Context: an optimization exercise on an open-source flow, tuned for small area. The choices shown serve that exercise and are no tape-out recipe.
Function was checked by simulation only, so behaviour that the tests miss may differ from the original.
No run shown here takes its clock network from TritonCTS; it comes from the design's own scripts or RTL.
The clock input has no modelled driver; a real chip could not lean on it and would need a root buffer or a full tree.
Power figures rest on the tool's default switching activity, not on a simulated workload.

### design/flow/flow/abc/s5.script
strash
ifraig
scorr
dc2
dretime
strash
&get -n
&dch -f
&nf -R 1000
&put
### design/flow/flow/clock_tree.tcl
# Rebuild the clock network after CTS.  The clock port drives K buffers
# (K <= 4), each at the centre of its group of clock sinks (k-means on the
# sink locations, groups free or of equal size); every K from 1 to 4 is tried, each buffer takes the
# smallest clkbuf size whose sinks' clock slew stays within CK_MAX_SLEW
# (ns, estimated from placement), and the smallest feasible network is
# kept.  The tree CTS built is removed.
set P $::env(PLATFORM_DIR)
set target $::env(CK_MAX_SLEW)
read_liberty $P/lib/sky130_fd_sc_hd__tt_025C_1v80.lib
read_db $::env(IN_DB)
read_sdc $::env(IN_SDC)
source $P/setRC.tcl
set_propagated_clock [all_clocks]
set db [ord::get_db]
set block [ord::get_db_block]
set pnet [$block findNet CLK_FPGA_50M]
set sizes {sky130_fd_sc_hd__clkbuf_2 sky130_fd_sc_hd__clkbuf_4 sky130_fd_sc_hd__clkbuf_8 sky130_fd_sc_hd__clkbuf_16}

# collect the sinks (flip-flop clock pins), through CTS's buffers
set sinks {}
set bufs {}
set todo [list $pnet]
while {[llength $todo]} {
  set net [lindex $todo 0]; set todo [lrange $todo 1 end]
  foreach it [$net getITerms] {
    if {[$it isOutputSignal]} continue
    set inst [$it getInst]
    set m [[$inst getMaster] getName]
    if {[string match sky130_fd_sc_hd__clkbuf_* $m]} {
      lappend bufs $inst
      lappend todo [[$inst findITerm X] getNet]
    } elseif {[string match sky130_fd_sc_hd__df* $m] || [string match sky130_fd_sc_hd__edf* $m]} {
      lappend sinks $it
    } else {
      error "unexpected clock load $m"
    }
  }
}
puts "sinks [llength $sinks], CTS buffers [llength $bufs]"
foreach it $sinks { $it disconnect }
foreach inst $bufs {
  set onet [[$inst findITerm X] getNet]
  odb::dbInst_destroy $inst
  odb::dbNet_destroy $onet
}
set n [llength $sinks]
set xs {}; set ys {}
foreach it $sinks {
  set b [[$it getInst] getBBox]
  lappend xs [expr {([$b xMin] + [$b xMax]) / 2.0}]
  lappend ys [expr {([$b yMin] + [$b yMax]) / 2.0}]
}
set dbox [$block getDieArea]

proc kmeans {K balanced} {
  upvar n n xs xs ys ys dbox dbox
  # k-means, optionally with a cap on the group size (balanced groups):
  # sinks are assigned in order of their distance to the nearest centre,
  # each to the nearest centre whose group is not yet full
  set cap [expr {$balanced ? int(ceil(double($n) / $K)) : $n}]
  for {set k 0} {$k < $K} {incr k} {
    set cx($k) [expr {[$dbox xMin] + [$dbox dx] * (2*$k+1) / (2.0*$K)}]
    set cy($k) [expr {[$dbox yMin] + [$dbox dy] / 2.0}]
  }
  for {set iter 0} {$iter < 100} {incr iter} {
    set order {}
    for {set i 0} {$i < $n} {incr i} {
      set ds {}
      for {set k 0} {$k < $K} {incr k} {
        lappend ds [list $k [expr {abs([lindex $xs $i]-$cx($k)) + abs([lindex $ys $i]-$cy($k))}]]
      }
      set ds [lsort -real -index 1 $ds]
      lappend order [list $i [lindex $ds 0 1] $ds]
    }
    set order [lsort -real -decreasing -index 1 $order]
    for {set k 0} {$k < $K} {incr k} { set sx($k) 0; set sy($k) 0; set cnt($k) 0 }
    foreach o $order {
      lassign $o i d0 ds
      foreach kd $ds {
        set k [lindex $kd 0]
        if {$cnt($k) < $cap} break
      }
      set g($i) $k
      set sx($k) [expr {$sx($k) + [lindex $xs $i]}]
      set sy($k) [expr {$sy($k) + [lindex $ys $i]}]
      incr cnt($k)
    }
    for {set k 0} {$k < $K} {incr k} {
      if {$cnt($k)} { set cx($k) [expr {$sx($k)/$cnt($k)}]; set cy($k) [expr {$sy($k)/$cnt($k)}] }
    }
  }
  set grp {}
  for {set i 0} {$i < $n} {incr i} { lappend grp $g($i) }
  set cents {}
  for {set k 0} {$k < $K} {incr k} { lappend cents [list [expr {int($cx($k))}] [expr {int($cy($k))}] $cnt($k)] }
  return [list $grp $cents]
}

set leaves {}
proc build {grp cents masters} {
  upvar db db block block pnet pnet sinks sinks leaves leaves
  foreach it $sinks { if {[$it getNet] ne "NULL"} { $it disconnect } }
  foreach inst $leaves {
    set onet [[$inst findITerm X] getNet]
    odb::dbInst_destroy $inst
    odb::dbNet_destroy $onet
  }
  set leaves {}
  set k 0
  foreach c $cents m $masters {
    set inst [odb::dbInst_create $block [$db findMaster $m] "clkbuf_leaf_$k"]
    set onet [odb::dbNet_create $block "clknet_leaf_$k"]
    $onet setSigType CLOCK
    [$inst findITerm A] connect $pnet
    [$inst findITerm X] connect $onet
    $inst setLocation [lindex $c 0] [lindex $c 1]
    $inst setPlacementStatus PLACED
    lappend leaves $inst
    incr k
  }
  set i 0
  foreach it $sinks {
    $it connect [[[lindex $leaves [lindex $grp $i]] findITerm X] getNet]
    incr i
  }
}
proc leaf_slews {} {
  upvar leaves leaves
  estimate_parasitics -placement
  set res {}
  foreach inst $leaves {
    set w 0
    foreach it [[[$inst findITerm X] getNet] getITerms] {
      if {[$it getInst] == $inst} continue
      set p [get_pins "[[$it getInst] getName]/[[$it getMTerm] getName]"]
      foreach rf {rise fall} { set v [get_property $p slew_max_$rf]; if {$v > $w} {set w $v} }
    }
    lappend res $w
  }
  return $res
}
proc masters_area {ms} {
  upvar db db
  set a 0
  foreach m $ms { set mm [$db findMaster $m]; set a [expr {$a + [$mm getWidth] * [$mm getHeight]}] }
  return $a
}

set best_area 1e30
set best {}
foreach {K balanced} {1 0 2 0 2 1 3 0 3 1 4 0 4 1} {
  lassign [kmeans $K $balanced] grp cents
  set ms {}
  foreach c $cents { lappend ms [lindex $sizes end] }
  build $grp $cents $ms
  set sl [leaf_slews]
  set ok 1
  foreach s $sl { if {$s > $target} { set ok 0 } }
  puts "K=$K balanced=$balanced all clkbuf_16: slews $sl"
  if {!$ok} continue
  # downsize each leaf to the smallest size that keeps its slew
  for {set k 0} {$k < $K} {incr k} {
    foreach m $sizes {
      lset ms $k $m
      [lindex $leaves $k] swapMaster [$db findMaster $m]
      set s [lindex [leaf_slews] $k]
      if {$s <= $target} break
    }
  }
  set sl [leaf_slews]
  set area [masters_area $ms]
  puts "K=$K balanced=$balanced masters $ms slews $sl area $area"
  set ok 1
  foreach s $sl { if {$s > $target} { set ok 0 } }
  if {$ok && $area < $best_area} { set best_area $area; set best [list $grp $cents $ms] }
}
if {$best eq ""} { error "no clock network meets the slew target" }
lassign $best grp cents ms
build $grp $cents $ms
puts "chosen: $ms"
detailed_placement
check_placement
estimate_parasitics -placement
puts "leaf slews: [leaf_slews]"
report_clock_skew
report_worst_slack -max
report_worst_slack -min
write_db $::env(OUT_DB)
### design/flow/flow/abc/s6.script
&get -n
&st
&dch
&nf -R 1000
&st
&dch
&nf -R 1000
&put
### design/flow/standard.sh
#!/bin/bash
# synth_recipe.tcl (not shown) runs the flow's synth.tcl, then flattens the netlist and writes it again
# the make line also repeats each setting of config.mk as NAME=value (left out here)
make -C /OpenROAD-flow-scripts/flow DESIGN_CONFIG=/design/flow/config.mk WORK_HOME=/design/flow/orfs CLKGATE_MAP_FILE= SYNTH_SCRIPT=/design/flow/synth_recipe.tcl "${@:-finish}"
### design/flow/flow/abc/s8.script
&get -n
&st
&dch -x
&nf -a -R 1000
&put
### design/flow/flow/abc/s13.script
&get -n
&st
&dch -x
&nf -a -R 1000 -C 32
&put
### design/flow/config.mk
export PLATFORM = sky130hd
export DESIGN_NAME = bemicro_top
export DESIGN_NICKNAME = bemicro_top
export VERILOG_FILES = /design/flow/design.v
export SDC_FILE = /design/flow/constraint.sdc
export NUM_CORES = 4
export LEC_CHECK = 0
export CAP_MARGIN = 20
export CORE_MARGIN = 2
export CORE_UTILIZATION = 70
export GPL_TIMING_DRIVEN = 0
export SLEW_MARGIN = 20
### design/flow/flow/abc/s2.script
&get -n
&st
&dch
&nf -R 1000
&put
### design/flow/constraint.sdc
create_clock -name core_clock -period 5.0 [get_ports {CLK_FPGA_50M}]
set_input_delay 1.0000 -clock core_clock [delete_from_list [all_inputs] [get_ports {CLK_FPGA_50M}]]
set_output_delay 1.0000 -clock core_clock [all_outputs]
set_load 0.01 [all_outputs]
### design/flow/flow/run.sh
#!/bin/bash
# Layout flow: the standard ORFS flow (standard.sh), with these changes:
#  - synthesis maps the logic with several area-oriented ABC scripts
#    (flow/abc/*.script) and keeps the smallest result (flow/synth_abc.tcl);
#    ORFS's separate half/full-adder mapping step is left out (ABC maps that
#    logic too); the rest of the synthesis, flip-flop mapping, flattening
#    and renaming are the standard flow's own (synth_recipe.tcl);
#  - the port buffers are sky130_fd_sc_hd__buf_1 cells;
set -euo pipefail
W=$PWD
export FLOW_ABC_DIR=$W/flow/abc
export FLOW_SYNTH_TCL=$W/synth_recipe.tcl
sed "s#SYNTH_SCRIPT=[^ ]*#SYNTH_SCRIPT=$W/flow/synth_abc.tcl ADDER_MAP_FILE=#" standard.sh > flow_make.sh
grep -q "SYNTH_SCRIPT=$W/flow/synth_abc.tcl ADDER_MAP_FILE=" flow_make.sh
export BUFFER_PORTS_ARGS="-buffer_cell sky130_fd_sc_hd__buf_1"
export CTS_ARGS="-sink_clustering_enable -repair_clock_nets -dont_use_dummy_load"
bash flow_make.sh cts > flow_to_cts.log 2>&1
RES=$W/orfs/results/$FLOW_PLATFORM/bemicro_top/base
PLATFORM_DIR=$FLOW_HOME/platforms/$FLOW_PLATFORM \
CK_MAX_SLEW=${CK_MAX_SLEW:-0.110} \
IN_DB=$RES/4_cts.odb IN_SDC=$RES/4_cts.sdc OUT_DB=$RES/4_cts.odb \
  openroad -no_init -exit flow/clock_tree.tcl > clock_tree.log 2>&1
bash flow_make.sh > flow_finish.log 2>&1
### design/flow/flow/abc/s14.script
&get -n
&st
&syn2
&dch -x
&nf -a -R 1000
&put
### design/flow/flow/abc/s11.script
strash
dc2
dch -f
amap -m
### design/flow/flow/abc/s9.script
&get -n
&st
&syn2
&dch
&nf -R 1000
&put
### design/flow/flow/abc/s12.script
&get -n
&st
&dch -x
&nf -a -R 1000
&st
&dch -x
&nf -a -R 1000
&put
### design/flow/flow/abc/s10.script
&get -n
&st
&dc2
&dch
&nf -p -R 1000
&put
### design/flow/design.v
module counter_sat(clk, rclear, clear, ready, q);
   parameter WIDTH = 12;
   parameter [WIDTH-1:0] START = 0;
   parameter [WIDTH-1:0] RSTART = 0;
   parameter [WIDTH-1:0] TAPS = 0;
   localparam [WIDTH-1:0] INV = {(WIDTH+1)/2{2'b01}};
   input              clk;
   input              rclear;
   input              clear;
   output             ready;
   output [WIDTH-1:0] q;
   reg  [WIDTH-1:0] r;
   wire [WIDTH-1:0] s = r ^ INV;
   wire low_zero = ~|s[WIDTH-2:0];
   wire fb = (^(s & TAPS)) & ~low_zero;
   always @(posedge clk)
     if (rclear)
       r <= RSTART ^ INV;
     else if (clear)
       r <= START ^ INV;
     else
       r <= {s[WIDTH-2:0], fb} ^ INV;
   assign ready = low_zero & ~s[WIDTH-1];
   assign q = s;
endmodule
module binary_counter(v, down, inc, u);
   input  [7:0] v;
   input        down;
   input        inc;
   output [7:0] u;
   wire [7:0] w = v ^ {8{down}};
   wire [7:0] t;
   assign t[0] = inc;
   genvar i;
   generate
      for (i = 1; i < 8; i = i + 1) begin : g
         assign t[i] = t[i-1] & w[i-1];
      end
   endgenerate
   assign u = v ^ t;
endmodule
module gray_counter(clk, load, d, q);
   input            clk;
   input            load;
   input      [7:0] d;
   output     [7:0] q;
   reg [7:0] qn;     
   always @(posedge clk)
     if (load)
       qn <= ~d;
   assign q = ~qn;
endmodule
module life_1d(clk, rs, event0, event1, d, q);
   parameter RULE150 = 0;
   input            clk;
   input            rs;         
   input            event0;
   input            event1;
   input      [7:0] d;          
   output     [7:0] q;
   reg        run;
   reg [11:0] timer;
   wire low_zero = ~|timer[10:0];
   wire fb = timer[11] ^ timer[7] ^ timer[1] ^ timer[0] ^ low_zero;
   wire gen = run & low_zero & timer[11];
   always @(posedge clk)
     timer <= {timer[10:0], run & fb};
   always @(posedge clk)
     if (rs)
       run <= 1'b0;
     else if (event1)
       run <= ~run;
   wire [7:0] nxt;
   genvar i;
   generate
      for (i = 0; i < 8; i = i + 1) begin : g
         wire l = q[(i + 1) % 8];
         wire c = q[i];
         wire r = q[(i + 7) % 8];
         if (RULE150)
           assign nxt[i] = l ^ c ^ r;
         else
           assign nxt[i] = l ^ (c | r);
      end
   endgenerate
   reg [7:0] qn;     
   always @(posedge clk)
     if (rs | (~run & event0))
       qn <= ~d;
     else if (gen)
       qn <= ~nxt;
   assign q = ~qn;
endmodule
module bemicro_top(
   input  wire CLK_FPGA_50M,
   input  wire RST_N,
   input  wire CPU_RST_N,
   input  wire PBSW_N,
   output wire F_LED0,
   output wire F_LED1,
   output wire F_LED2,
   output wire F_LED3,
   output wire F_LED4,
   output wire F_LED5,
   output wire F_LED6,
   output wire F_LED7
   );
   wire clk = CLK_FPGA_50M;
   reg         rst_done;            
   wire        rs = ~(RST_N & rst_done);
   wire [11:0] f0;
   wire        f0_is_r31 = ~f0[11] & ~f0[6] & ~f0[1];  
   always @(posedge clk)
     rst_done <= RST_N & (rst_done | f0_is_r31);
   reg [1:0] pb_s0, pb_s1, pb_in;
   always @(posedge clk) begin
      pb_s0 <= {PBSW_N, CPU_RST_N};
      pb_s1 <= pb_s0;
      pb_in <= pb_s1;
   end
   wire p0 = ~pb_in[0];
   wire p1 = ~pb_in[1];
   wire r0, r1;
   counter_sat #(.WIDTH(12), .START(12'hd41), .RSTART(12'h570), .TAPS(12'h883)) PB0_CNTR
     (.clk(clk), .rclear(~RST_N), .clear(p0 & rst_done), .ready(r0), .q(f0));
   counter_sat #(.WIDTH(10), .START(10'h177), .TAPS(10'h204)) PB1_CNTR
     (.clk(clk), .rclear(1'b0), .clear(p1 | ~rst_done), .ready(r1), .q());
   wire e0 = p0 & ~p1 & r0;
   wire e1 = p1 & ~p0 & r1;
   wire em = p0 & p1 & (r0 | r1);
   reg [1:0] mode;
   always @(posedge clk)
     if (rs)
       mode <= 2'd0;
     else if (em)
       mode <= mode + 2'd1;
   wire sel0 = (mode == 2'd0) & rst_done;   
   wire sel1 = (mode == 2'd1);
   wire sel2 = (mode == 2'd2);
   wire sel3 = (mode == 2'd3);
   wire [7:0] c0, c1, l2, l3;
   wire [7:0] v = ({8{sel0}} & c0) | ({8{sel1}} & c1) |
                  ({8{sel2}} & l2) | ({8{sel3}} & l3);
   wire [7:0] u;
   binary_counter step_unit(.v(v), .down(~e0), .inc(rst_done), .u(u));
   gray_counter counter0(.clk(clk), .load(~rst_done | (sel0 & (e0 | e1))), .d(u), .q(c0));
   gray_counter counter1(.clk(clk), .load(~rst_done | (sel1 & (e0 | e1))), .d(u), .q(c1));
   life_1d #(.RULE150(0)) life_1d_0
     (.clk(clk), .rs(~rst_done), .event0(sel2 & e0), .event1(sel2 & e1), .d(u), .q(l2));
   life_1d #(.RULE150(1)) life_1d_1
     (.clk(clk), .rs(~rst_done), .event0(sel3 & e0), .event1(sel3 & e1), .d(u), .q(l3));
   wire [7:0] led = v ^ ({1'b0, v[7:1]} & {8{sel1}});
   assign {F_LED0,F_LED1,F_LED2,F_LED3,F_LED4,F_LED5,F_LED6,F_LED7} = ~led;
endmodule
### design/flow/flow/synth_abc.tcl
# The standard flow's synthesis (synth_recipe.tcl, which runs ORFS's synth.tcl) with one
# change: ABC maps the logic with each area-oriented script in flow/abc/ in
# turn, and the smallest result is kept.  Flip-flops are mapped before ABC
# runs, so the registers are those of the standard synthesis.
proc abc {args} {
  set i [lsearch -exact $args -script]
  set libargs {}
  foreach {k v} $args { if {$k eq "-liberty"} { lappend libargs -liberty $v } }
  set scripts [lsort [glob $::env(FLOW_ABC_DIR)/*.script]]
  design -save pre_abc
  set best ""
  set best_area 1e30
  foreach s $scripts {
    design -load pre_abc
    set a $args
    lset a [expr {$i + 1}] $s
    yosys abc {*}$a
    opt_clean
    set rep [tee -q -s result.string stat {*}$libargs]
    if {![regexp {Chip area for module[^:]*:\s*([0-9.]+)} $rep -> area]} { error "no area for $s" }
    puts "ABC script [file tail $s]: area $area"
    if {$area < $best_area} { set best_area $area; set best $s }
  }
  puts "ABC script chosen: [file tail $best] ($best_area)"
  design -load pre_abc
  set a $args
  lset a [expr {$i + 1}] $best
  yosys abc {*}$a
}
source $::env(FLOW_SYNTH_TCL)
==> metrics.csv, run 1 <==
metric,value,unit
period_share,0.664,
rr_startpoint,PB0_CNTR.r[0],
setup_tns,0,ns
setup_viol,0,
drt_iter0_drc,147,
core_area,4660,um2
worst_pin_slew,0.837,ns
cp_top_family,simple AND/OR/NAND/NOR gates,
drive_gt1_frac,0.0218,
slew_viol_final,0,
rr_endpoint,life_1d_0.qn[7],
grt_max_degree,31,
critPathBufInv,1,
syn2layout_area_growth,6.27,%
nNetsFinal,327,
insertion_delay,0.17,ns
synth-seq-area-share,0.631,
crit_arrival,3.33,ns
finalWirelength,5.64,mm
power.density,351,nW/um2
worstPathMaxFanout,11,
synth_cell_type_count,22,
crit_chain,"nand4_1, nor4_1, nand4_1, nor2_1, nand3b_1, clkinv_1, o21ai_0, a21oi_1, nand4_1, nor2_1, o21ai_0, xnor2_1, nand2_1, o21ai_0",
portBuffers,11,
p_leak,1.27,nW
rsz0062_at_grt,false,
worstHoldPathType,register to register,
cts_resized,0,
fp.dieArea,5330,um2
crit_path_start_kind,register,
crit_slowest_cell,nand3b_1,
finalClockSkew,0.0105,ns
die_w,73.0,um
hold_depth,0,
ff2ff_path_depth,14,
grt_overflow,0,
via_count,2142,
status,timing/DRC/antenna clean,
design_area,3540,um2
drcViolationCount,0,
rows,25,
cts_hold_buf,0,
avgSynthCellArea,10.9,um2
antenna_found_initial,0,
netlist_area,3330,um2
holdCritStartpoint,pb_s1[1],
drtPass1Iterations,5,
ys_ff_latch,89,
endpoint_kind,register,
p_total,1.24,mW
die_h,73.0,um
worstHoldEndpoint,pb_in[1],
hold_viol,0,
critPathKind,register to register,
yosysWarnings,6,
vdd_drop_max,0.478,mV
ant_nets,0,
whs,0.331,ns
cts.sinks,89,
post_cts.repair.setup_buffers,0,
post_dp_cell_area,3470,um2
path_clk_slew,0.11,ns
syn-num-nets,309,
viasPerCell,5.71,
timing.fmax,0.301,GHz
worstPathRequired,5.01,ns
max_stage_delay,0.46,ns
fin_crit,3.32,ns
track_usage,0.229,
slew_headroom,0.441,
syn_inst,305,
dp_hpwl,4.01,mm
maxCapViolCount,0,
initial_core_util,0.715,
reg2reg_slack,1.68,ns
grt_pass1_vias,1992,
post_drt_wl_per_cell,15.0,um
place_congestion,0.809,
grt_first_pass_wirelength,9.48,mm
pin_count,12,
diodes,0,
-- per-layer routing --
layer | share of wire | wire [um] | global-route usage
met5 | 0 | 0 | 0
met2 | 0.48 | 2730 | 0.375
met1 | 0.46 | 2610 | 0.323
met3 | 0.047 | 264 | 0.0387
met4 | 0.0067 | 38 | 0.0473
-- cell usage after synthesis --
library cell  instances  area [um2]
a21boi_0              2        15.0
a21oi_1               9        45.0
and3_1                2        12.5
clkinv_1              3        11.3
dfxtp_1              57        1140
edfxtp_1             32         961
nand2_1              36         135
nand2b_1              3        18.8
nand3_1               8        40.0
nand3b_1              1        7.51
nand4_1               3        18.8
nand4b_1              1        8.76
nor2_1               39         146
nor3_1               14        70.1
nor4_1                6        37.5
o21a_1                1        7.51
o21ai_0              23         115
o21bai_1              2        15.0
o22ai_1               9        56.3
o31ai_1               2        15.0
xnor2_1              29         254
xor2_1               23         201
-- how the worst max path moves through the flow --
stage | start | end | slack [ns] | cells past startpoint
2_1_floorplan | PB0_CNTR.r[0] | life_1d_0.qn[0] | 2.08 | 7
3_3_place_gp | PB0_CNTR.r[0] | life_1d_0.qn[3] | 1.13 | 7
3_5_place_dp | PB0_CNTR.r[0] | life_1d_1.qn[7] | 1.72 | 14
4_1_cts | mode[0] | F_LED2 | 1.69 | 5
5_1_grt | PB0_CNTR.r[0] | life_1d_0.qn[7] | 1.16 | 14
6_report | PB0_CNTR.r[0] | life_1d_0.qn[7] | 1.68 | 14
-- state kept, by name, summed over array words and instances, names as in the netlist --
name	flops
pb_in	2
pb_s0	2
life_1d_0.run	1
counter0.qn	8
pb_s1	2
life_1d_0.timer	12
rst_done	1
PB0_CNTR.r	12
life_1d_1.timer	12
counter1.qn	8
life_1d_1.run	1
life_1d_1.qn	8
PB1_CNTR.r	10
life_1d_0.qn	8
mode	2
-- power breakdown --
part	internal, mW	switching (mW)
Clock	0.111	0.164
Sequential	0.800	0.0387
Combinational	0.0606	0.0686
Total	0.971	0.271
-- cells in the final DEF (no fill, tap or decap) --
cell and count:
nor4_1 6, nand4_1 3, nor2_1 39, nand2_1 36, o31ai_2 2, o21ai_1 2, a21oi_1 9, nor3_1 14
dfxtp_1 57, buf_4 2, nand3b_1 1, buf_1 11, edfxtp_1 32, nand4b_1 1, o21ai_0 21, o22ai_1 9
clkinv_1 3, o21bai_1 2, xor2_1 23, o21a_1 1, clkbuf_16 3, nand2b_1 3, a21boi_0 2, and3_1 2
xnor2_1 29, nand3_1 8
-- worst reg2reg max path, cell delays in order, from the launching register on --
cell and delay [ns]:
dfxtp_1 0.39, nand4_1 0.10, nor4_1 0.18, nand4_1 0.15, nor2_1 0.18, nand3b_1 0.46, clkinv_1 0.17, o21ai_0 0.08
a21oi_1 0.32, nand4_1 0.21, nor2_1 0.24, o21ai_0 0.15, xnor2_1 0.36, nand2_1 0.08, o21ai_0 0.10
-- cell families (layout without fill, tap and decap cells) --
kind of cell | Yosys count | after routing | share of synthesized area
flip-flops | 89 | 89 | 0.631
AND/OR/NAND/NOR | 113 | 113 | 0.149
AO/OA/AOI/OAI | 48 | 48 | 0.0807
buffers and inverters | 3 | 19 | 0.00338
XOR/XNOR | 52 | 52 | 0.137
-- area by class of cell --
| type | count | area [um2] |
|---|---|---|
| repair buffers | 13 | 56.3 |
| inverters | 3 | 11.3 |
| fillers | 325 | 1120 |
| well taps | 54 | 67.6 |
| plain buffers | 3 | 75.1 |
| flip-flops and latches | 89 | 2100 |
| multi-input cells | 213 | 1230 |
-- metrics by stage --
stage          utilization  setup WS [ns]  instances
2_1_floorplan            -           2.08        305
3_3_place_gp         0.739           1.13        370
3_5_place_dp         0.744           1.72        372
4_1_cts              0.770           1.69        381
5_1_grt              0.760           1.16        375
6_report             0.760           1.68        375
==> run 2, diff against run 1 <==
--- a/design/flow/flow/clock_tree.tcl
+++ b/design/flow/flow/clock_tree.tcl
@@ -1,7 +1,7 @@
 # Rebuild the clock network after CTS.  The clock port drives K buffers
 # (K <= 4), each at the centre of its group of clock sinks (k-means on the
 # sink locations, groups free or of equal size); every K from 1 to 4 is tried, each buffer takes the
-# smallest clkbuf size whose sinks' clock slew stays within CK_MAX_SLEW
+# smallest buffer size whose sinks' clock slew stays within CK_MAX_SLEW
 # (ns, estimated from placement), and the smallest feasible network is
 # kept.  The tree CTS built is removed.
 set P $::env(PLATFORM_DIR)
@@ -14,7 +14,8 @@
 set db [ord::get_db]
 set block [ord::get_db_block]
 set pnet [$block findNet CLK_FPGA_50M]
-set sizes {sky130_fd_sc_hd__clkbuf_2 sky130_fd_sc_hd__clkbuf_4 sky130_fd_sc_hd__clkbuf_8 sky130_fd_sc_hd__clkbuf_16}
+# buffer sizes, smallest first (the last one is used to test whether K works)
+set sizes {sky130_fd_sc_hd__clkbuf_2 sky130_fd_sc_hd__clkbuf_4 sky130_fd_sc_hd__buf_6 sky130_fd_sc_hd__clkbuf_8 sky130_fd_sc_hd__buf_8 sky130_fd_sc_hd__buf_12 sky130_fd_sc_hd__clkbuf_16}
 
 # collect the sinks (flip-flop clock pins), through CTS's buffers
 set sinks {}
--- a/design/flow/config.mk
+++ b/design/flow/config.mk
@@ -7,6 +7,6 @@
 export LEC_CHECK = 0
 export CAP_MARGIN = 20
 export CORE_MARGIN = 2
-export CORE_UTILIZATION = 70
+export CORE_UTILIZATION = 80
 export GPL_TIMING_DRIVEN = 0
 export SLEW_MARGIN = 20
==> run 2 against run 1 <==
Compared with the run above:
- still clean on timing, DRC and antenna
- hold slack improved by 0.0057 ns
- sequential power up 0.5%
- global-route usage grew 12 points
- first-iteration DRC count increased to 2.6 times the previous value
- design area shrank 0.42%
- critical path type unchanged
- highest routed layer unchanged
==> metrics.csv, run 2 <==
metric,value,unit
hold_depth,0,
timing.fmax,0.270,GHz
reg2reg_slack,1.30,ns
cts_hold_buf,0,
drtPass1Iterations,5,
finalWirelength,7.32,mm
netlist_area,3330,um2
p_leak,1.27,nW
worst_pin_slew,0.887,ns
finalClockSkew,0.0395,ns
fp.dieArea,4700,um2
setup_viol,0,
yosysWarnings,6,
yosys.area.top_type,dfxtp_1,
syn-num-nets,309,
critPathKind,register to register,
rr_endpoint,life_1d_0.qn[7],
endpoint_kind,register,
cts.sinks,89,
holdCritStartpoint,pb_s1[1],
insertion_delay,0.17,ns
grt_overflow,0,
worstPathMaxFanout,11,
top_layer_used,met4,
die_w,68.6,um
synth_common_cells,"dfxtp_1 (57), nor2_1 (39), nand2_1 (36)",
viasPerCell,6.46,
finalNonFillerCells,371,
synth_most_common_cell,dfxtp_1,
initial_core_util,0.833,
setup_tns,0,ns
dr_wl_met2,3.73,mm
ys.flop_type,dfxtp_1,
period_share,0.740,
grt_max_degree,34,
track_usage,0.345,
rows,23,
slew_headroom,0.408,
synth_simple_gate_area_frac,0.149,
drive_gt1_frac,0.0218,
crit_arrival,3.73,ns
core_area,4000,um2
post_drt_wl_per_cell,19.7,um
die_h,68.6,um
rr_startpoint,PB0_CNTR.r[6],
synth.area.top_cells,"dfxtp_1 (34%), edfxtp_1 (29%), xnor2_1 (7.6%)",
crit_path_start_kind,register,
vdd_drop_max,0.300,mV
muxShareOfSynthArea,0,
ant_nets,0,
synth-seq-area-share,0.631,
synthArstFlopShare,0,
worstHoldEndpoint,pb_in[1],
syn2layout_area_growth,5.82,%
largestRegisters,"PB0_CNTR.r x12, life_1d_0.timer x12, life_1d_1.timer x12",
power.density,355,nW/um2
fill_cells,183,
syn_inst,305,
post_cts.repair.setup_buffers,0,
synth_cell_type_count,22,
synth-xor-area-share,0.137,
placed_cells_incl_taps,368,
drcViolationCount,0,
worstPathRequired,5.03,ns
dp_hpwl,4.78,mm
met3_length,542,um
path_clk_slew,0.11,ns
diodes,0,
ff2ff_path_depth,14,
status,timing/DRC/antenna clean,
maxCapViolCount,0,
drt_iter0_drc,383,
synth-edff-count,32,
ys_ff_latch,89,
synth_compound_area_frac,0.0807,
place_congestion,0.822,
mostFrequentLayoutCell,dfxtp_1,
synth_top_area_share,0.342,
fin_crit,3.70,ns
synth_top_family_by_area,simple AND/OR/NAND/NOR gates,
grt_first_pass_wirelength,11.5,mm
slew_viol_final,0,
via_count,2398,
grt_pass1_vias,2291,
cts_resized,0,
antenna_found_initial,0,
drt-met1-wl,2.88,mm
synthAdderAreaFrac,0,
rsz0062_at_grt,false,
pin_count,12,
avgSynthCellArea,10.9,um2
layout_common_cells,"dfxtp_1 (57), nor2_1 (39), nand2_1 (36)",
hold_viol,0,
nNetsFinal,327,
worstHoldPathType,register to register,
portBuffers,11,
run 2: cell count changes in the layout (fill, tap and decap cells not counted):
| cell | previous run | this run |
|---|---|---|
| buf_12 | 0 | 2 |
| clkbuf_16 | 3 | 1 |
run 2: worst max-delay path by stage:
stage	from	endpoint	slack (ns)	depth (start not counted)
2_1_floorplan	PB0_CNTR.r[0]	life_1d_0.qn[0]	2.08	7
3_3_place_gp	PB0_CNTR.r[0]	life_1d_0.qn[1]	1.24	7
3_5_place_dp	PB0_CNTR.r[6]	life_1d_1.qn[7]	1.47	14
4_1_cts	PB0_CNTR.r[6]	life_1d_0.qn[7]	1.31	14
5_1_grt	PB0_CNTR.r[6]	life_1d_1.qn[7]	0.93	14
6_report	PB0_CNTR.r[6]	life_1d_0.qn[7]	1.30	14
run 2: final cells by class:
cell class                      count  area [um2]  share of cell area
Inverter                            3        11.3             0.00319
Tap cell                           50        62.6              0.0177
Buffer                              3        65.1              0.0184
Sequential cell                    89        2100               0.596
Timing Repair Buffer               13        56.3              0.0160
Multi-Input combinational cell    213        1230               0.349
run 2: cell families (layout without fill, tap and decap cells):
logic type                Yosys count  count (layout)
DFF                                89              89
xor gates and xnor gates           52              52
AOI/OAI and AO/OA                  48              48
and+or+nand+nor                   113             113
buffers and inverters               3              19
run 2: layer usage:
metal	vias up	GRT usage
met5	-	0
met4	0	0.115
met3	20	0.0666
met2	161	0.614
met1	1122	0.419
li1	1095	-
run 2: power breakdown:
| group | internal, mW | switching, mW | leakage (nW) |
|---|---|---|---|
| logic | 0.0607 | 0.0796 | 0.502 |
| registers | 0.800 | 0.0419 | 0.734 |
| clock network | 0.103 | 0.166 | 0.0311 |
run 2: stage by stage:
stage / instance area, um2 / hold WS (ns) / utilization / setup WS (ns) / power, mW
finish: 3530 / 0.337 / 0.882 / 1.30 / 1.25
global route: 3530 / 0.346 / 0.882 / 0.930 / 1.29
floorplan: 3330 / 0.310 / - / 2.08 / 0.948
detailed placement: 3460 / 0.315 / 0.865 / 1.47 / 0.987
CTS: 3590 / 0.333 / 0.896 / 1.31 / 1.35
global placement: 3440 / 0.312 / 0.859 / 1.24 / 0.973
run 2: critical path, cell delays in order (launching register included):
cell      delay [ns]
dfxtp_1         0.40
nand4_1         0.12
nor4_1          0.21
nand4_1         0.15
nor2_1          0.25
nand3b_1        0.54
clkinv_1        0.18
o21ai_0         0.09
a21oi_1         0.37
nand4_1         0.22
nor2_1          0.27
o21ai_0         0.19
xnor2_1         0.37
nand2_1         0.12
o21ai_0         0.10
==> run 3, diff against run 2 <==
--- a/design/flow/config.mk
+++ b/design/flow/config.mk
@@ -7,6 +7,6 @@
 export LEC_CHECK = 0
 export CAP_MARGIN = 20
 export CORE_MARGIN = 2
-export CORE_UTILIZATION = 80
+export CORE_UTILIZATION = 70
 export GPL_TIMING_DRIVEN = 0
 export SLEW_MARGIN = 20
==> run 3 against run 2 <==
Compared with the run above:
- fmax increased by 10%
- sequential share of layout area decreased by 0.085 points
- die area increased by 13%
- via count decreased by 11%
- sequential power decreased by 0.5%
- global-route usage decreased by 12 points
- flip-flop and latch count unchanged
- critical path type unchanged
- critical endpoint unchanged
==> metrics.csv, run 3 <==
metric,value,unit
p_int,0.963,mW
fp.dieArea,5330,um2
setup_tns,0,ns
endpoint_kind,register,
nNetsFinal,327,
pin_count,12,
slew_headroom,0.446,
largestRegisters,"PB0_CNTR.r x12, life_1d_0.timer x12, life_1d_1.timer x12",
syn_inst,305,
track_usage,0.228,
cts_resized,0,
synth-edff-count,32,
switching_share,0.219,
insertion_delay,0.17,ns
drt_iter0_drc,130,
yosysWarnings,6,
timing.fmax,0.298,GHz
diodes,0,
cts_hold_buf,0,
portBuffers,11,
avgSynthCellArea,10.9,um2
worst_pin_slew,0.829,ns
synth_common_cells,"dfxtp_1 (57), nor2_1 (39), nand2_1 (36)",
rr_endpoint,life_1d_0.qn[7],
hold_depth,0,
layout_common_cells,"dfxtp_1 (57), nor2_1 (39), nand2_1 (36)",
maxCapViolCount,0,
drcViolationCount,0,
pwr-share-seq,0.680,
cp_top_family,simple AND/OR/NAND/NOR gates,
die_w,73.0,um
crit_chain,"nand4_1, nor4_1, nand4_1, nor2_1, nand3b_1, clkinv_1, o21ai_0, a21oi_1, nand4_1, nor2_1, o21ai_0, xnor2_1, nand2_1, o21ai_0",
initial_core_util,0.715,
synth_cell_type_count,22,
place_congestion,0.809,
syn2layout_area_growth,5.97,%
reg2reg_slack,1.64,ns
die_h,73.0,um
grt_pass1_vias,1995,
dp_hpwl,4.01,mm
worstPathMaxFanout,11,
period_share,0.671,
syn-num-nets,309,
mostFrequentLayoutCell,dfxtp_1,
netlist_area,3330,um2
synth_most_common_cell,dfxtp_1,
cts.sinks,89,
critPathKind,register to register,
p_total,1.23,mW
crit_path_start_kind,register,
p_comb_frac,0.105,
worstHoldPathType,register to register,
synth.area.top_cells,"dfxtp_1 (34%), edfxtp_1 (29%), xnor2_1 (7.6%)",
ys_ff_latch,89,
finalWirelength,5.64,mm
critPathBufInv,1,
finalClockSkew,0.0365,ns
status,timing/DRC/antenna clean,
path_clk_slew,0.11,ns
grt_overflow,0,
max_stage_delay,0.47,ns
grt_max_degree,31,
power.density,349,nW/um2
clockPowerShare,0.215,
fill_cells,327,
post_drt_wl_per_cell,15.0,um
rr_startpoint,PB0_CNTR.r[0],
drtPass1Iterations,4,
vdd_drop_max,0.459,mV
crit_arrival,3.34,ns
drive_gt1_frac,0.0218,
crit_slowest_cell,nand3b_1,
post_cts.repair.setup_buffers,0,
holdCritStartpoint,pb_s1[1],
via_count,2143,
antenna_found_initial,0,
grt_first_pass_wirelength,9.46,mm
ant_nets,0,
slew_viol_final,0,
rows,25,
core_area,4660,um2
synth-seq-area-share,0.631,
p_leak,1.27,nW
worstPathRequired,4.99,ns
ff2ff_path_depth,14,
power.net_switching,0.271,mW
ys.flop_type,dfxtp_1,
worstHoldEndpoint,pb_in[1],
yosys.area.top_type,dfxtp_1,
hold_viol,0,
fin_crit,3.36,ns
viasPerCell,5.71,
rsz0062_at_grt,false,
synth_top_area_share,0.342,
setup_viol,0,
synthArstFlopShare,0,
-- run 3: worst max path at each step --
| stage | from | endpoint | cells after the start |
|---|---|---|---|
| final | PB0_CNTR.r[0] | life_1d_0.qn[7] | 14 |
| after global routing | PB0_CNTR.r[0] | life_1d_0.qn[7] | 14 |
| after CTS | mode[0] | F_LED2 | 5 |
| after detailed placement | PB0_CNTR.r[0] | life_1d_1.qn[7] | 14 |
| after global placement | PB0_CNTR.r[0] | life_1d_0.qn[3] | 7 |
| after floorplan | PB0_CNTR.r[0] | life_1d_0.qn[0] | 7 |
-- run 3: cell type report --
type | instances | area [um2] | area share
Inverter | 3 | 11.3 | 0.00319
Timing Repair Buffer | 13 | 56.3 | 0.0159
Multi-Input combinational cell | 213 | 1230 | 0.348
Sequential cell | 89 | 2100 | 0.595
Buffer | 3 | 65.1 | 0.0184
Tap cell | 54 | 67.6 | 0.0191
-- run 3: through the flow --
stage | instances | utilization | cell area, um2 | worst slack, ns | hold slack, ns
after floorplan | 305 | - | 3330 | 2.08 | 0.310
after global placement | 370 | 0.739 | 3440 | 1.13 | 0.311
after detailed placement | 372 | 0.744 | 3470 | 1.72 | 0.314
after CTS | 381 | 0.770 | 3590 | 1.69 | 0.316
after global routing | 375 | 0.758 | 3530 | 1.13 | 0.340
final | 375 | 0.758 | 3530 | 1.64 | 0.331
-- run 3: power groups by stage --
stage / logic, mW / registers (mW) / clock network (mW)
after floorplan: 0.105 / 0.843 / 0
after global placement: 0.122 / 0.852 / 0
after detailed placement: 0.126 / 0.854 / 0
after CTS: 0.128 / 0.838 / 0.369
after global routing: 0.146 / 0.844 / 0.292
final: 0.130 / 0.838 / 0.266
-- run 3: metal layers --
metal  routed length, um  vias to the layer above  part of all wire  track usage
met5                   0                        -                 0            0
met4                  37                        0            0.0066       0.0473
met3                 240                        4             0.043       0.0387
met2                2750                       55              0.49        0.371
met1                2610                      988              0.46        0.326
li1                    -                     1096                 -            -
-- run 3: kinds of logic after synthesis --
group,count (synthesis),synth area share
buf+inv,3,0.00338
flops,89,0.631
simple gates,113,0.149
compound gates,48,0.0807
xor+xnor,52,0.137
==> run 4, diff against run 3 <==
--- a/design/flow/design.v
+++ b/design/flow/design.v
@@ -22,6 +22,32 @@
        r <= {s[WIDTH-2:0], fb} ^ INV;
    assign ready = low_zero & ~s[WIDTH-1];
    assign q = s;
+endmodule
+module counter_sat_flag(clk, rclear, clear, fclear, ready, is_zero);
+   parameter [10:0] RSTART = 0;
+   localparam [10:0] INV = 11'b01010101010;
+   input  clk;
+   input  rclear;
+   input  clear;
+   input  fclear;      
+   output ready;
+   output is_zero;
+   reg  [10:0] r;
+   reg         flag;
+   wire [10:0] s = r ^ INV;
+   wire low_zero = ~|s[9:0];
+   wire fb = s[10] ^ s[1] ^ low_zero;
+   assign is_zero = low_zero & ~s[10];
+   always @(posedge clk)
+     if (rclear)
+       r <= RSTART ^ INV;
+     else if (clear)
+       r <= 11'h001 ^ INV;
+     else
+       r <= {s[9:0], fb} ^ INV;
+   always @(posedge clk)
+     flag <= ~(rclear | clear | fclear) & (flag | is_zero);
+   assign ready = flag;
 endmodule
 module binary_counter(v, down, inc, u);
    input  [7:0] v;
@@ -108,8 +134,7 @@
    wire clk = CLK_FPGA_50M;
    reg         rst_done;            
    wire        rs = ~(RST_N & rst_done);
-   wire [11:0] f0;
-   wire        f0_is_r31 = ~f0[11] & ~f0[6] & ~f0[1];  
+   wire        f0_is_r31;           
    always @(posedge clk)
      rst_done <= RST_N & (rst_done | f0_is_r31);
    reg [1:0] pb_s0, pb_s1, pb_in;
@@ -121,8 +146,9 @@
    wire p0 = ~pb_in[0];
    wire p1 = ~pb_in[1];
    wire r0, r1;
-   counter_sat #(.WIDTH(12), .START(12'hd41), .RSTART(12'h570), .TAPS(12'h883)) PB0_CNTR
-     (.clk(clk), .rclear(~RST_N), .clear(p0 & rst_done), .ready(r0), .q(f0));
+   counter_sat_flag #(.RSTART(11'h284)) PB0_CNTR
+     (.clk(clk), .rclear(~RST_N), .clear(p0 & rst_done), .fclear(~rst_done),
+      .ready(r0), .is_zero(f0_is_r31));
    counter_sat #(.WIDTH(10), .START(10'h177), .TAPS(10'h204)) PB1_CNTR
      (.clk(clk), .rclear(1'b0), .clear(p1 | ~rst_done), .ready(r1), .q());
    wire e0 = p0 & ~p1 & r0;
--- a/design/flow/config.mk
+++ b/design/flow/config.mk
@@ -9,4 +9,5 @@
 export CORE_MARGIN = 2
 export CORE_UTILIZATION = 70
 export GPL_TIMING_DRIVEN = 0
+export PLACE_DENSITY = 0.95
 export SLEW_MARGIN = 20
==> run 4 against run 3 <==
Compared with the run above:
- hold slack improved by 0.0094 ns
- design area down 0.46%
- synthesized area is 0.11% lower
- die area decreased by 0.11%
- final cell count fell by 1.1%
- utilization fell by 0.35 points
- first-iteration DRC count grew 110%
- largest cell class unchanged
- via count rose by 3.7%
- fmax is 2.5% lower
- sequential power shrank 7.2%
- clock power about the same
- routed wire length grew 8.6%
- still clean on timing, DRC and antenna
==> metrics.csv, run 4 <==
metric,value,unit
post_drt_wl_per_cell,16.5,um
die_h,73.0,um
finalWirelength,6.12,mm
hold_viol,0,
track_usage,0.246,
worstHoldEndpoint,pb_s1[0],
endpoint_kind,register,
drtPass1Iterations,4,
rows,25,
insertion_delay,0.14,ns
post_cts.repair.setup_buffers,0,
drcViolationCount,0,
fin_crit,3.44,ns
grt_overflow,0,
critPathBufInv,0,
reg2reg_slack,1.56,ns
slew_headroom,0.307,
largestRegisters,"life_1d_0.timer x12, life_1d_1.timer x12, PB0_CNTR.r x11",
period_share,0.689,
synth-edff-count,32,
dp_hpwl,4.23,mm
synth_top_area_share,0.343,
mostFrequentLayoutCell,dfxtp_1,
syn_inst,302,
worst_path_most_repeated_cell,nand2_1,
whs,0.341,ns
busiest_layer,met2,
final-seq-area,2100,um2
layout_common_cells,"dfxtp_1 (57), nor2_1 (42), nand2_1 (33)",
viasPerCell,5.99,
rr_endpoint,life_1d_0.qn[7],
core_area,4660,um2
diodes,0,
drt_iter0_drc,268,
ant_nets,0,
grt_pass1_vias,2098,
setup_viol,0,
setup_tns,0,ns
nNetsFinal,323,
ys.flop_type,dfxtp_1,
vdd_drop_max,0.240,mV
via_count,2222,
drive_gt1_frac,0.0189,
timing.fmax,0.290,GHz
worst_pin_slew,1.03,ns
yosys.area.top_type,dfxtp_1,
synthArstFlopShare,0,
post_dp_cell_area,3460,um2
place_congestion,0.879,
grt_first_pass_wirelength,9.90,mm
grt_max_degree,31,
crit_chain,"nand2_1, nor2_1, nor4_1, mux2i_1, o2111ai_1, a21oi_1, nand2_1, xnor2_1, nand2_1, o21ai_0",
status,timing/DRC/antenna clean,
worstPathRequired,4.98,ns
cp_top_family,simple AND/OR/NAND/NOR gates,
synth_common_cells,"dfxtp_1 (57), nor2_1 (42), nand2_1 (33)",
initial_core_util,0.714,
slew_viol_final,0,
syn2layout_area_growth,5.60,%
power.density,308,nW/um2
syn-num-nets,306,
antenna_found_initial,0,
path_clk_slew,0.11,ns
cts_resized,0,
crit_slowest_cell,nor4_1,
fp.dieArea,5320,um2
ff2ff_path_depth,10,
worstPathMaxFanout,15,
crit_path_start_kind,register,
grt_use_met2,0.418,
avgSynthCellArea,11.0,um2
synth_cell_type_count,29,
synth.area.top_cells,"dfxtp_1 (34%), edfxtp_1 (29%), xnor2_1 (7.1%)",
cts.sinks,89,
rr_startpoint,rst_done,
yosysWarnings,6,
rsz0062_at_grt,false,
critPathKind,register to register,
ys_ff_latch,89,
die_w,73.0,um
crit_arrival,3.43,ns
p_leak,1.23,nW
synth-seq-area-share,0.631,
worstHoldPathType,register to register,
cts_hold_buf,0,
multiInputGateArea,1230,um2
netlist_area,3330,um2
design_area,3520,um2
maxCapViolCount,0,
max_stage_delay,0.89,ns
holdCritStartpoint,pb_s0[0],
use_met1,0.330,
synth_most_common_cell,dfxtp_1,
fill_cells,297,
portBuffers,11,
finalClockSkew,0.00684,ns
use_met3,0.0414,
pin_count,12,
hold_depth,0,
## run 4: layout make-up
class | instances | area share
Multi-Input combinational cell | 210 | 0.349
Inverter | 3 | 0.00320
Timing Repair Buffer | 12 | 0.0139
Tap cell | 54 | 0.0192
Sequential cell | 89 | 0.598
Buffer | 3 | 0.0171
## run 4: worst max-delay path by stage
stage               startpoint               to  slack, ns  cells past startpoint
CTS                   rst_done           F_LED5       1.54                      5
finish                rst_done  life_1d_0.qn[7]       1.56                     10
global placement       mode[0]  life_1d_0.qn[7]       1.84                     10
floorplan              mode[0]  life_1d_0.qn[7]       2.27                     10
global route          rst_done  life_1d_0.qn[7]       1.34                     10
detailed placement    rst_done  life_1d_1.qn[6]       1.74                      8
## run 4: stage by stage
| stage | utilization | power (mW) | worst slack, ns | std cells |
|---|---|---|---|---|
| 6_report | 0.754 | 1.08 | 1.56 | 371 |
| 5_1_grt | 0.754 | 1.11 | 1.34 | 371 |
| 4_1_cts | 0.768 | 1.19 | 1.54 | 377 |
| 3_5_place_dp | 0.741 | 0.832 | 1.74 | 368 |
| 3_3_place_gp | 0.738 | 0.829 | 1.84 | 367 |
| 2_1_floorplan | - | 0.820 | 2.27 | 302 |
## run 4: metal layers
| metal | wire length [um] | vias up | share of wire |
|---|---|---|---|
| li1 | - | 1083 | - |
| met2 | 3110 | 80 | 0.51 |
| met4 | 76 | 0 | 0.012 |
| met3 | 307 | 10 | 0.050 |
| met5 | 0 | - | 0 |
| met1 | 2630 | 1049 | 0.43 |
## run 4: logic make-up after synthesis
kind of cell           Yosys count  synth area share
multiplexers                     3           0.00977
XOR/XNOR                        47             0.124
flip-flops                      89             0.631
buffers and inverters            3           0.00338
AND/OR/NAND/NOR                112             0.148
AO/OA/AOI/OAI                   48            0.0838
## run 4: report_power, final
part / internal (mW) / switching (mW) / leakage [nW]
Sequential: 0.765 / 0.0133 / 0.723
Clock: 0.0981 / 0.169 / 0.0282
Combinational: 0.0175 / 0.0214 / 0.481
## run 4: worst register-to-register path: stages, from the launching register on
cell and delay (ns):
dfxtp_1 0.50, nand2_1 0.37, nor2_1 0.08, nor4_1 0.89, mux2i_1 0.30, o2111ai_1 0.22
a21oi_1 0.27, nand2_1 0.12, xnor2_1 0.33, nand2_1 0.09, o21ai_0 0.09
==> run 5, diff against run 4 <==
--- a/design/flow/config.mk
+++ b/design/flow/config.mk
@@ -9,5 +9,4 @@
 export CORE_MARGIN = 2
 export CORE_UTILIZATION = 70
 export GPL_TIMING_DRIVEN = 0
-export PLACE_DENSITY = 0.95
 export SLEW_MARGIN = 20
==> run 5 against run 4 <==
Compared with the run above:
- fmax is 0.35% lower
- largest power group unchanged
- flip-flop and latch count stayed put
- routed wire length is 8.4% lower
- utilization is 0.11 points higher
- die area stayed put
- clock skew is 0.025 ns higher
- synthesized area stayed put
- critical path depth stayed put
==> metrics.csv, run 5 <==
metric,value,unit
crit_chain,"nand2_1, o21ai_0, o21ai_0, a21oi_1, o2111ai_1, a21oi_1, nand2_1, xnor2_1, nand2_1, o21ai_0",
pwr-share-seq,0.716,
die_w,73.0,um
yosys.area.top_type,dfxtp_1,
yosysWarnings,6,
drcViolationCount,0,
worst_pin_slew,0.995,ns
finalWirelength,5.61,mm
p_leak,1.24,nW
post_drt_wl_per_cell,15.1,um
pin_count,12,
power.density,308,nW/um2
cts_hold_buf,0,
netlist_area,3330,um2
synth_top_area_share,0.343,
placed_cells_incl_taps,368,
crit_arrival,3.47,ns
worstPathRequired,5.02,ns
crit_path_start_kind,register,
mostFrequentLayoutCell,dfxtp_1,
slew_viol_final,0,
p_int,0.885,mW
vdd_drop_max,0.381,mV
dp_hpwl,4.11,mm
endpoint_kind,register,
hold_depth,0,
grt_overflow,0,
rows,25,
rr_startpoint,rst_done,
synth.area.top_cells,"dfxtp_1 (34%), edfxtp_1 (29%), xnor2_1 (7.1%)",
crit_start,rst_done,
nNetsFinal,323,
setup_tns,0,ns
grt_max_degree,31,
critPathKind,register to register,
hold_viol,0,
ff2ff_path_depth,10,
cp_top_family,compound AO/OA/AOI/OAI gates,
maxCapViolCount,0,
die_h,73.0,um
synth_cell_type_count,29,
status,timing/DRC/antenna clean,
ys_ff_latch,89,
fp.dieArea,5320,um2
fin_crit,3.45,ns
setup_viol,0,
track_usage,0.228,
p_comb_frac,0.036,
finalNonFillerCells,371,
synth-edff-count,32,
drive_gt1_frac,0.0189,
layout_common_cells,"dfxtp_1 (57), nor2_1 (42), nand2_1 (33)",
synthArstFlopShare,0,
critPathBufInv,0,
holdCritStartpoint,pb_s1[0],
portBuffers,11,
syn-num-nets,306,
switching_share,0.185,
synth-seq-area-share,0.631,
finalClockSkew,0.0319,ns
drtPass1Iterations,4,
timing.fmax,0.289,GHz
period_share,0.691,
synth_most_common_cell,dfxtp_1,
cp_num_cells,10,
clockPowerShare,0.248,
ys.flop_type,dfxtp_1,
via_count,2131,
grt_pass1_vias,1973,
syn2layout_area_growth,5.75,%
crit_slowest_cell,dfxtp_1,
core_area,4660,um2
viasPerCell,5.74,
cts_resized,0,
place_congestion,0.839,
worstHoldPathType,register to register,
post_cts.repair.setup_buffers,0,
antenna_found_initial,0,
path_clk_slew,0.11,ns
slew_headroom,0.330,
syn_inst,302,
rsz0062_at_grt,false,
ant_nets,0,
worstPathMaxFanout,15,
diodes,0,
synth_common_cells,"dfxtp_1 (57), nor2_1 (42), nand2_1 (33)",
drt_iter0_drc,127,
largestRegisters,"life_1d_0.timer x12, life_1d_1.timer x12, PB0_CNTR.r x11",
power.net_switching,0.201,mW
cts.sinks,89,
avgSynthCellArea,11.0,um2
max_stage_delay,0.70,ns
initial_core_util,0.714,
insertion_delay,0.17,ns
grt_first_pass_wirelength,9.40,mm
-- run 5: cell types whose count changed in the layout (fill, tap and decap cells not counted) --
cell / change
buf_12: -1
clkbuf_16: +1
-- run 5: stage by stage --
step                      instance area, um2  setup WS, ns  utilization  power [mW]  hold WS, ns
final                                   3520          1.55        0.755        1.09        0.309
after global routing                    3520          1.21        0.755        1.12        0.333
after CTS                               3580          1.53        0.768        1.19        0.330
after detailed placement                3460          1.68        0.741       0.832        0.312
after global placement                  3440          1.80        0.738       0.830        0.310
after floorplan                         3330          2.27            -       0.820        0.310
-- run 5: layout make-up --
class | instances | area [um2]
repair buffers | 12 | 48.8
multi-input cells | 210 | 1230
flip-flops and latches | 89 | 2100
inverters | 3 | 11.3
plain buffers | 3 | 65.1
well taps | 54 | 67.6
fillers | 340 | 1140
-- run 5: worst register-to-register path: cells and delay by family, from the launching register on --
family | cells | cell delay (ns)
DFF | 1 | 0.70
xor gates and xnor gates | 1 | 0.33
and+or+nand+nor | 3 | 0.56
AOI/OAI and AO/OA | 6 | 1.71
-- run 5: worst paths after layout --
path	slack [ns]	endpoint
min	0.31	pb_in[0]
max reg2reg	1.55	life_1d_1.qn[7]
min reg2reg	0.31	pb_in[0]
max	1.55	life_1d_1.qn[7]
-- run 5: power groups by stage --
| stage | Combinational [mW] | Sequential [mW] | Clock [mW] |
|---|---|---|---|
| 6_report | 0.0386 | 0.777 | 0.270 |
| 5_1_grt | 0.0438 | 0.780 | 0.291 |
| 4_1_cts | 0.0386 | 0.778 | 0.375 |
| 3_5_place_dp | 0.0383 | 0.794 | 0 |
| 3_3_place_gp | 0.0368 | 0.793 | 0 |
| 2_1_floorplan | 0.0301 | 0.790 | 0 |
-- run 5: cells by family (layout without fill, tap and decap cells) --
group | after synthesis | count (layout) | synth area share
buffers and inverters | 3 | 18 | 0.00338
and+or+nand+nor | 112 | 112 | 0.148
muxes | 3 | 3 | 0.00977
xor gates and xnor gates | 47 | 47 | 0.124
AOI/OAI and AO/OA | 48 | 48 | 0.0838
DFF | 89 | 89 | 0.631
-- run 5: layer usage --
metal	part of all wire	global-route usage
met1	0.48	0.321
met2	0.47	0.369
met3	0.044	0.0401
met4	0.0057	0.0597
met5	0	0
==> run 6, diff against run 5 <==
--- a/design/flow/design.v
+++ b/design/flow/design.v
@@ -83,7 +83,7 @@
    input            event0;
    input            event1;
    input      [7:0] d;          
-   output     [7:0] q;
+   output reg [7:0] q;
    reg        run;
    reg [11:0] timer;
    wire low_zero = ~|timer[10:0];
@@ -109,13 +109,11 @@
            assign nxt[i] = l ^ (c | r);
       end
    endgenerate
-   reg [7:0] qn;     
    always @(posedge clk)
      if (rs | (~run & event0))
-       qn <= ~d;
+       q <= d;
      else if (gen)
-       qn <= ~nxt;
-   assign q = ~qn;
+       q <= nxt;
 endmodule
 module bemicro_top(
    input  wire CLK_FPGA_50M,
==> run 6 against run 5 <==
Compared with the run above:
- still clean
- utilization down 0.38 points
- final cell count up 9.4%
- register-to-register slack worse by 0.57 ns
- clock power up 1%
- setup slack worse by 0.57 ns
- combinational power up 26%
- routed wire length up 14%
- die area down 0.29%
- sequential power up 0.5%
- hold slack better by 0.030 ns
- synthesized cell count up 12%
- sequential share of layout area up 0.30 points
- critical endpoint is now life_1d_0.q[6]
- largest cell class unchanged
- largest power group unchanged
- highest routed layer unchanged
==> metrics.csv, run 6 <==
metric,value,unit
status,timing/DRC/antenna clean,
via_count,2496,
pin_count,12,
layout_common_cells,"nor2_1 (61), dfxtp_1 (57), clkinv_1 (46)",
largestRegisters,"life_1d_0.timer x12, life_1d_1.timer x12, PB0_CNTR.r x11",
synth.area.top_cells,"dfxtp_1 (34%), edfxtp_1 (29%), nor2_1 (6.9%)",
fin_ws,0.979,ns
dp_hpwl,4.67,mm
syn-num-nets,342,
grt_max_degree,31,
worst_pin_slew,0.967,ns
max_stage_delay,0.51,ns
synth_most_common_cell,nor2_1,
nNetsFinal,358,
vdd_drop_max,0.330,mV
rr_endpoint,life_1d_0.q[6],
fp.dieArea,5310,um2
cts_resized,0,
synthArstFlopShare,0,
drt-met1-wl,2.79,mm
netlist_area,3320,um2
grt_first_pass_wirelength,10.3,mm
initial_core_util,0.712,
top_layer_used,met4,
syn_inst,338,
synth_cell_type_count,19,
drcViolationCount,0,
rr_startpoint,mode[0],
syn2layout_area_growth,5.54,%
die_h,72.9,um
antenna_found_initial,0,
drive_gt1_frac,0.0142,
rsz0062_at_grt,false,
fin_crit,4.02,ns
crit_arrival,3.89,ns
post_drt_wl_per_cell,15.7,um
drtPass1Iterations,4,
endpoint_kind,register,
worstPathRequired,4.87,ns
synth_top_area_share,0.344,
ant_nets,0,
slew_headroom,0.352,
power.density,315,nW/um2
crit_slowest_cell,o221ai_1,
finalClockSkew,0.0300,ns
ff2ff_path_depth,17,
rows,25,
synth-seq-area-share,0.633,
path_clk_slew,0.11,ns
timing.fmax,0.249,GHz
grt_overflow,0,
cts_hold_buf,0,
cp_top_family,compound AO/OA/AOI/OAI gates,
mostFrequentLayoutCell,nor2_1,
dr_wl_met2,3.16,mm
met3_length,291,um
cts.sinks,89,
synth-edff-count,32,
grt_pass1_vias,2347,
finalWirelength,6.37,mm
reg2reg_slack,0.98,ns
die_w,72.9,um
diodes,0,
ys_ff_latch,89,
worstPathMaxFanout,6,
holdCritStartpoint,pb_s1[1],
p_leak,1.16,nW
maxCapViolCount,0,
yosysWarnings,6,
worst_path_most_repeated_cell,clkinv_1,
portBuffers,11,
critPathKind,register to register,
drt_iter0_drc,151,
crit_chain,"clkinv_1, nor2_1, clkinv_1, o221ai_1, clkinv_1, o221ai_1, clkinv_1, o221ai_1, clkinv_1, o221ai_1, clkinv_1, o221ai_1, clkinv_1, o21ai_0, nand2_1, o21ai_0, o22ai_1",
track_usage,0.250,
slew_viol_final,0,
critPathBufInv,7,
core_area,4660,um2
hold_depth,0,
post_cts.repair.setup_buffers,0,
hold_viol,0,
crit_path_start_kind,register,
period_share,0.804,
place_congestion,0.888,
viasPerCell,6.15,
crit_start,mode[0],
avgSynthCellArea,9.82,um2
setup_tns,0,ns
worstHoldPathType,register to register,
synth_common_cells,"nor2_1 (61), dfxtp_1 (57), clkinv_1 (46)",
worstHoldEndpoint,pb_in[1],
post-place-ws,1.15,ns
insertion_delay,0.17,ns
yosys.area.top_type,dfxtp_1,
ys.flop_type,dfxtp_1,
setup_viol,0,
whs,0.339,ns
run 6: changes by cell type after synthesis, sizes merged, moves of 6 or more:
| cell | delta |
|---|---|
| a21oi | +18 |
| clkinv | +43 |
| nand2 | -11 |
| nor2 | +19 |
| o21ai | -6 |
| o221ai | +10 |
| o22ai | +26 |
| xnor2 | -27 |
| xor2 | -20 |
run 6: worst max path at each step:
stage | endpoint | slack [ns] | cells after the start
after floorplan | life_1d_1.q[6] | 1.84 | 19
after global placement | life_1d_1.q[6] | 1.35 | 17
after detailed placement | life_1d_1.q[6] | 1.15 | 17
after CTS | life_1d_1.q[6] | 1.03 | 17
after global routing | life_1d_0.q[6] | 0.54 | 17
final | life_1d_0.q[6] | 0.98 | 17
run 6: cell type report:
| class | instances | area [um2] |
|---|---|---|
| Tap cell | 54 | 67.6 |
| Fill cell | 325 | 1160 |
| Timing Repair Buffer | 11 | 41.3 |
| Multi-Input combinational cell | 203 | 1050 |
| Inverter | 46 | 173 |
| Buffer | 3 | 65.1 |
| Sequential cell | 89 | 2100 |
run 6: worst reg2reg max path, cell delays in order, from the launching register on:
cell and delay, ns:
dfxtp_1 0.43, clkinv_1 0.11, nor2_1 0.42, clkinv_1 0.34, o221ai_1 0.51, clkinv_1 0.23, o221ai_1 0.26, clkinv_1 0.13
o221ai_1 0.12, clkinv_1 0.13, o221ai_1 0.11, clkinv_1 0.13, o221ai_1 0.13, clkinv_1 0.13, o21ai_0 0.11, nand2_1 0.06
o21ai_0 0.25, o22ai_1 0.14
run 6: stage by stage:
step	instances	power [mW]	utilization	cell area, um2
6_report	406	1.10	0.752	3500
5_1_grt	406	1.13	0.752	3500
3_5_place_dp	403	0.845	0.736	3430
3_3_place_gp	403	0.842	0.736	3430
2_1_floorplan	338	0.831	-	3320
4_1_cts	412	1.20	0.762	3550
run 6: routing by layer:
| layer | vias to the layer above | global-route usage |
|---|---|---|
| met5 | - | 0 |
| met4 | 0 | 0.0844 |
| met3 | 12 | 0.0414 |
| met2 | 77 | 0.430 |
| met1 | 1157 | 0.321 |
| li1 | 1250 | - |
run 6: where the power goes:
group	total, mW	internal [mW]	switching [mW]
registers	0.781	0.767	0.0144
clock network	0.274	0.103	0.171
logic	0.0488	0.0174	0.0314
total	1.10	0.887	0.217
run 6: cells by family (layout without fill, tap and decap cells):
| kind of cell | Yosys count | count (layout) | synth area share |
|---|---|---|---|
| and+or+nand+nor | 103 | 103 | 0.128 |
| AOI/OAI and AO/OA | 100 | 100 | 0.187 |
| DFF | 89 | 89 | 0.633 |
| buffers and inverters | 46 | 60 | 0.0520 |

==> separate check: timing with driven ports <==
Ports are ideal in the flow. The routed layouts listed here were re-timed in OpenROAD. Step 1 (the two cells are an assumption about what drives the block):
set clk [get_ports {CLK_FPGA_50M}]
set_driving_cell -lib_cell sky130_fd_sc_hd__clkbuf_16 $clk
set_driving_cell -lib_cell sky130_fd_sc_hd__buf_2 [delete_from_list [all_inputs] $clk]
Step 2, shift: input delay + t, output delay - t, t = (earliest + latest rising clock arrival at the registers) / 2. This alone moves slack from input paths to output paths. a / b / c = ideal / step 1 / step 2; a / b = the first two.
run	shift t [ns]	setup WS [ns]	worst register clock-pin slew, ns
run 1	0.216	1.681 / 1.681 / 1.681	0.11 / 0.11
run 2	0.214	1.300 / 1.301 / 1.301	0.11 / 0.11
run 3	0.207	1.643 / 1.643 / 1.643	0.11 / 0.11
run 4	0.204	1.557 / 1.557 / 1.557	0.11 / 0.11
run 5	0.213	1.545 / 1.545 / 1.545	0.11 / 0.11
run 6	0.214	0.979 / 0.979 / 0.979	0.11 / 0.11
After both steps setup and hold are still met in every run listed.
